This design comes from an exercise in tuning for small area on the open sky130 flow, not from production work. At most, simulation tests tie the RTL to the original design; equivalence was not proved. Power and IR drop assume default switching activity.

Design pipeline_top, start of the top module:
module pipeline_top(
    input         clk,
    input         reset,
    output [8:0]  imem_addr,
    input  [31:0] imem_rdata,
    output [7:0]  dmem_addr,
    input  [63:0] dmem_rdata,
    output [63:0] dmem_wdata,
    output        dmem_we
    );
Size: ~510 flip-flops, roughly 15,000 sq um of cells after synthesis.
==> module pipeline_top, before the edit <==
module pipeline_top(
    input         clk,
    input         reset,
    output [8:0]  imem_addr,
    input  [31:0] imem_rdata,
    output [7:0]  dmem_addr,
    input  [63:0] dmem_rdata,
    output [63:0] dmem_wdata,
    output        dmem_we
    );
    reg [63:0] r0, r1, r2, r3;    
    reg [3:0]  valid;             
    reg [3:0]  we;                
    reg [3:0]  hold;              
    reg [8:0] pc;
    always @(posedge clk or posedge reset)
        if (reset) pc <= 9'd0;
        else       pc <= pc + 9'd1;
    assign imem_addr = pc;
    wire [3:0] f_op    = imem_rdata[31:28];
    wire [1:0] f_ra    = imem_rdata[27:26];
    wire       f_load  = (f_op == 4'b1010);
    wire       f_store = (f_op == 4'b1011);
    wire       f_wreg  = ~(f_store | (f_op == 4'b1111));
    wire       f_mem   = f_load | f_store;
    wire [1:0] f_dst   = f_load ? f_ra : imem_rdata[23:22];
    wire [3:0] valid_next = valid | we;
    reg       d_mem, d_wreg;
    reg [3:0] d_nrsel;            
    reg [1:0] d_dst;
    reg [7:0] d_addr;
    always @(posedge clk or posedge reset)
        if (reset) begin
            d_mem  <= 1'b0;
            d_wreg <= 1'b0;
        end else begin
            d_mem  <= f_mem;
            d_wreg <= f_wreg;
        end
    always @(posedge clk) begin
        d_nrsel[0] <= ~(valid_next[0] & (f_ra == 2'd0));
        d_nrsel[1] <= ~(valid_next[1] & (f_ra == 2'd1));
        d_nrsel[2] <= ~(valid_next[2] & (f_ra == 2'd2));
        d_nrsel[3] <= ~(valid_next[3] & (f_ra == 2'd3));
        d_dst  <= f_dst;
        d_addr <= imem_rdata[21:14];
    end
    wire [63:0] p01 = ~(({64{d_nrsel[0]}} | r0) & ({64{d_nrsel[1]}} | r1));
    wire [63:0] p23 = ~(({64{d_nrsel[2]}} | r2) & ({64{d_nrsel[3]}} | r3));
    wire [63:0] rdata = p01 | p23;
    reg        e_mem, e_wreg;
    reg [1:0]  e_dst;
    reg [7:0]  e_addr;
    reg [63:0] e_val;
    always @(posedge clk or posedge reset)
        if (reset) begin
            e_mem  <= 1'b0;
            e_wreg <= 1'b0;
        end else begin
            e_mem  <= d_mem;
            e_wreg <= d_wreg;
        end
    always @(posedge clk) begin
        e_dst  <= d_dst;
        e_addr <= d_addr;
        e_val  <= rdata;
    end
    reg        m_mem, m_wreg;
    reg        m_load;
    reg [1:0]  m_dst;
    reg [7:0]  m_addr;
    reg [63:0] m_val;
    always @(posedge clk or posedge reset)
        if (reset) begin
            m_mem  <= 1'b0;
            m_wreg <= 1'b0;
        end else begin
            m_mem  <= e_mem;
            m_wreg <= e_wreg;
        end
    always @(posedge clk) begin
        m_load <= e_mem & e_wreg;
        m_dst  <= e_dst;
        m_addr <= e_addr;
        m_val  <= e_val;
    end
    assign dmem_we    = m_mem & ~m_wreg;
    assign dmem_addr  = m_addr;
    assign dmem_wdata = m_val;
    reg [63:0] w_nval;    
    wire [3:0] m_we;
    assign m_we[0] = m_wreg & (m_dst == 2'd0);
    assign m_we[1] = m_wreg & (m_dst == 2'd1);
    assign m_we[2] = m_wreg & (m_dst == 2'd2);
    assign m_we[3] = m_wreg & (m_dst == 2'd3);
    always @(posedge clk or posedge reset)
        if (reset) we <= 4'b0;
        else       we <= m_we;
    always @(posedge clk) begin
        hold  <= ~m_we;
        w_nval <= ~(m_load ? dmem_rdata : m_val);
    end
    always @(posedge clk or posedge reset)
        if (reset) valid <= 4'b0;
        else       valid <= valid_next;
    always @(posedge clk) begin
        r0 <= ({64{we[0]}} & w_nval) | ({64{hold[0]}} & r0);
        r1 <= ({64{we[1]}} & w_nval) | ({64{hold[1]}} & r1);
        r2 <= ({64{we[2]}} & w_nval) | ({64{hold[2]}} & r2);
        r3 <= ({64{we[3]}} & w_nval) | ({64{hold[3]}} & r3);
    end
endmodule
==> flow/config.mk <==
export PLATFORM = sky130hd
export DESIGN_NAME = pipeline_top
export DESIGN_NICKNAME = pipeline_top
export VERILOG_FILES = /design/flow/design.v
export SDC_FILE = /design/flow/constraint.sdc
export NUM_CORES = 4
export LEC_CHECK = 0
export CAP_MARGIN = 20
export CORE_MARGIN = 2
export CORE_UTILIZATION = 40
export SLEW_MARGIN = 20
==> flow/constraint.sdc <==
create_clock -name core_clock -period 5.0 [get_ports {clk}]
set_input_delay 1.0000 -clock core_clock [delete_from_list [all_inputs] [get_ports {clk}]]
set_output_delay 1.0000 -clock core_clock [all_outputs]
set_load 0.01 [all_outputs]
standard.sh (not shown) runs the stock make flow with config.mk's settings and CLKGATE_MAP_FILE= SYNTH_SCRIPT=/design/flow/synth_recipe.tcl, a recipe that flattens the netlist after the stock synthesis.
==> flow/flow/run.sh <==
#!/bin/bash
# Standard ORFS layout (standard.sh) with smaller port buffers and a tuned clock tree.
set -euo pipefail
bash standard.sh \
  BUFFER_PORTS_ARGS="-buffer_cell sky130_fd_sc_hd__buf_1" \
  CTS_ARGS="-sink_clustering_enable -repair_clock_nets -dont_use_dummy_load -buf_list sky130_fd_sc_hd__clkbuf_4 -sink_clustering_size 10 -sink_clustering_max_diameter 50"  \
  finish > standard_flow.log 2>&1
Next try:
==> flow/design.v (replaced) <==
`timescale 1ns / 1ps
module pipeline_top(
    input         clk,
    input         reset,
    output [8:0]  imem_addr,
    input  [31:0] imem_rdata,
    output [7:0]  dmem_addr,
    input  [63:0] dmem_rdata,
    output [63:0] dmem_wdata,
    output        dmem_we
    );
    reg [8:0] pc;
    always @(posedge clk or posedge reset)
        if (reset) pc <= 9'd0;
        else       pc <= pc + 9'd1;
    assign imem_addr = pc;
    wire [3:0] f_op    = imem_rdata[31:28];
    wire       f_load  = (f_op == 4'b1010);
    wire       f_store = (f_op == 4'b1011);
    wire       f_wreg  = ~(f_store | (f_op == 4'b1111));
    wire       f_mem   = f_load | f_store;
    wire [1:0] f_dst   = f_load ? imem_rdata[27:26] : imem_rdata[23:22];
    reg       d_mem, d_wreg;
    reg [1:0] d_ra, d_dst;
    reg [7:0] d_addr;
    always @(posedge clk or posedge reset)
        if (reset) begin
            d_mem  <= 1'b0;
            d_wreg <= 1'b0;
        end else begin
            d_mem  <= f_mem;
            d_wreg <= f_wreg;
        end
    always @(posedge clk) begin
        d_ra   <= imem_rdata[27:26];
        d_dst  <= f_dst;
        d_addr <= imem_rdata[21:14];
    end
    reg [63:0] r0, r1, r2, r3;
    reg [3:0]  valid;
    wire [3:0] rsel;
    assign rsel[0] = valid[0] & (d_ra == 2'd0);
    assign rsel[1] = valid[1] & (d_ra == 2'd1);
    assign rsel[2] = valid[2] & (d_ra == 2'd2);
    assign rsel[3] = valid[3] & (d_ra == 2'd3);
    wire [63:0] rdata = ({64{rsel[0]}} & ~r0) | ({64{rsel[1]}} & ~r1) |
                        ({64{rsel[2]}} & ~r2) | ({64{rsel[3]}} & ~r3);
    reg        e_mem, e_wreg;
    reg [1:0]  e_dst;
    reg [7:0]  e_addr;
    reg [63:0] e_val;
    always @(posedge clk or posedge reset)
        if (reset) begin
            e_mem  <= 1'b0;
            e_wreg <= 1'b0;
        end else begin
            e_mem  <= d_mem;
            e_wreg <= d_wreg;
        end
    always @(posedge clk) begin
        e_dst  <= d_dst;
        e_addr <= d_addr;
        e_val  <= rdata;
    end
    reg        m_mem, m_wreg;
    reg [1:0]  m_dst;
    reg [7:0]  m_addr;
    reg [63:0] m_val;
    always @(posedge clk or posedge reset)
        if (reset) begin
            m_mem  <= 1'b0;
            m_wreg <= 1'b0;
        end else begin
            m_mem  <= e_mem;
            m_wreg <= e_wreg;
        end
    always @(posedge clk) begin
        m_dst  <= e_dst;
        m_addr <= e_addr;
        m_val  <= e_val;
    end
    wire   m_load     = m_mem & m_wreg;
    assign dmem_we    = m_mem & ~m_wreg;
    assign dmem_addr  = m_addr;
    assign dmem_wdata = m_val;
    reg        w_wreg;
    reg [1:0]  w_dst;
    reg [63:0] w_nval;    
    always @(posedge clk or posedge reset)
        if (reset) w_wreg <= 1'b0;
        else       w_wreg <= m_wreg;
    always @(posedge clk) begin
        w_dst <= m_dst;
        w_nval <= ~(m_load ? dmem_rdata : m_val);
    end
    wire [3:0] we;
    assign we[0] = w_wreg & (w_dst == 2'd0);
    assign we[1] = w_wreg & (w_dst == 2'd1);
    assign we[2] = w_wreg & (w_dst == 2'd2);
    assign we[3] = w_wreg & (w_dst == 2'd3);
    always @(posedge clk or posedge reset)
        if (reset) valid <= 4'b0;
        else       valid <= valid | we;
    always @(posedge clk) begin
        if (we[0]) r0 <= w_nval;
        if (we[1]) r1 <= w_nval;
        if (we[2]) r2 <= w_nval;
        if (we[3]) r3 <= w_nval;
    end
endmodule
=> Cell count falls by 12%. Flip-flop and latch count falls by 8. First-iteration DRC count falls by 37%. Worst hold slack improves by 0.012 ns. Worst setup slack degrades by 0.31 ns. Clock power falls by about 3%. Via count falls by 21%. Sequential power falls by 15%.
Function not checked in the second run of this note: the RTL went through the layout flow alone.

re-timing with driven ports:
In the flow no input, the clock included, has a driving cell. The finished layouts below were timed again as built, in two steps. Step 1: set_driving_cell puts a clkbuf_16 on clk and a buf_2 on each other input, an assumption about the parent block. Step 2 also shifts input and output timing later by t, the mid clock arrival at the registers, as if the neighbouring blocks saw the same clock. Three values: ideal, step 1, step 2; two values: the first two.
| run | t (ns) | slack for setup (ns) | worst setup path after step 2 | worst register clock-pin slew, ns | pins driven straight from the clock port |
|---|---|---|---|---|---|
| the first run | 0.807 | 2.477 / 2.432 / 2.982 | register to register | 0.11 / 0.11 | 1 |
| the second run | 0.805 | 2.164 / 2.164 / 2.164 | register to register | 0.11 / 0.11 | 1 |
After both steps every run listed still meets setup and hold.
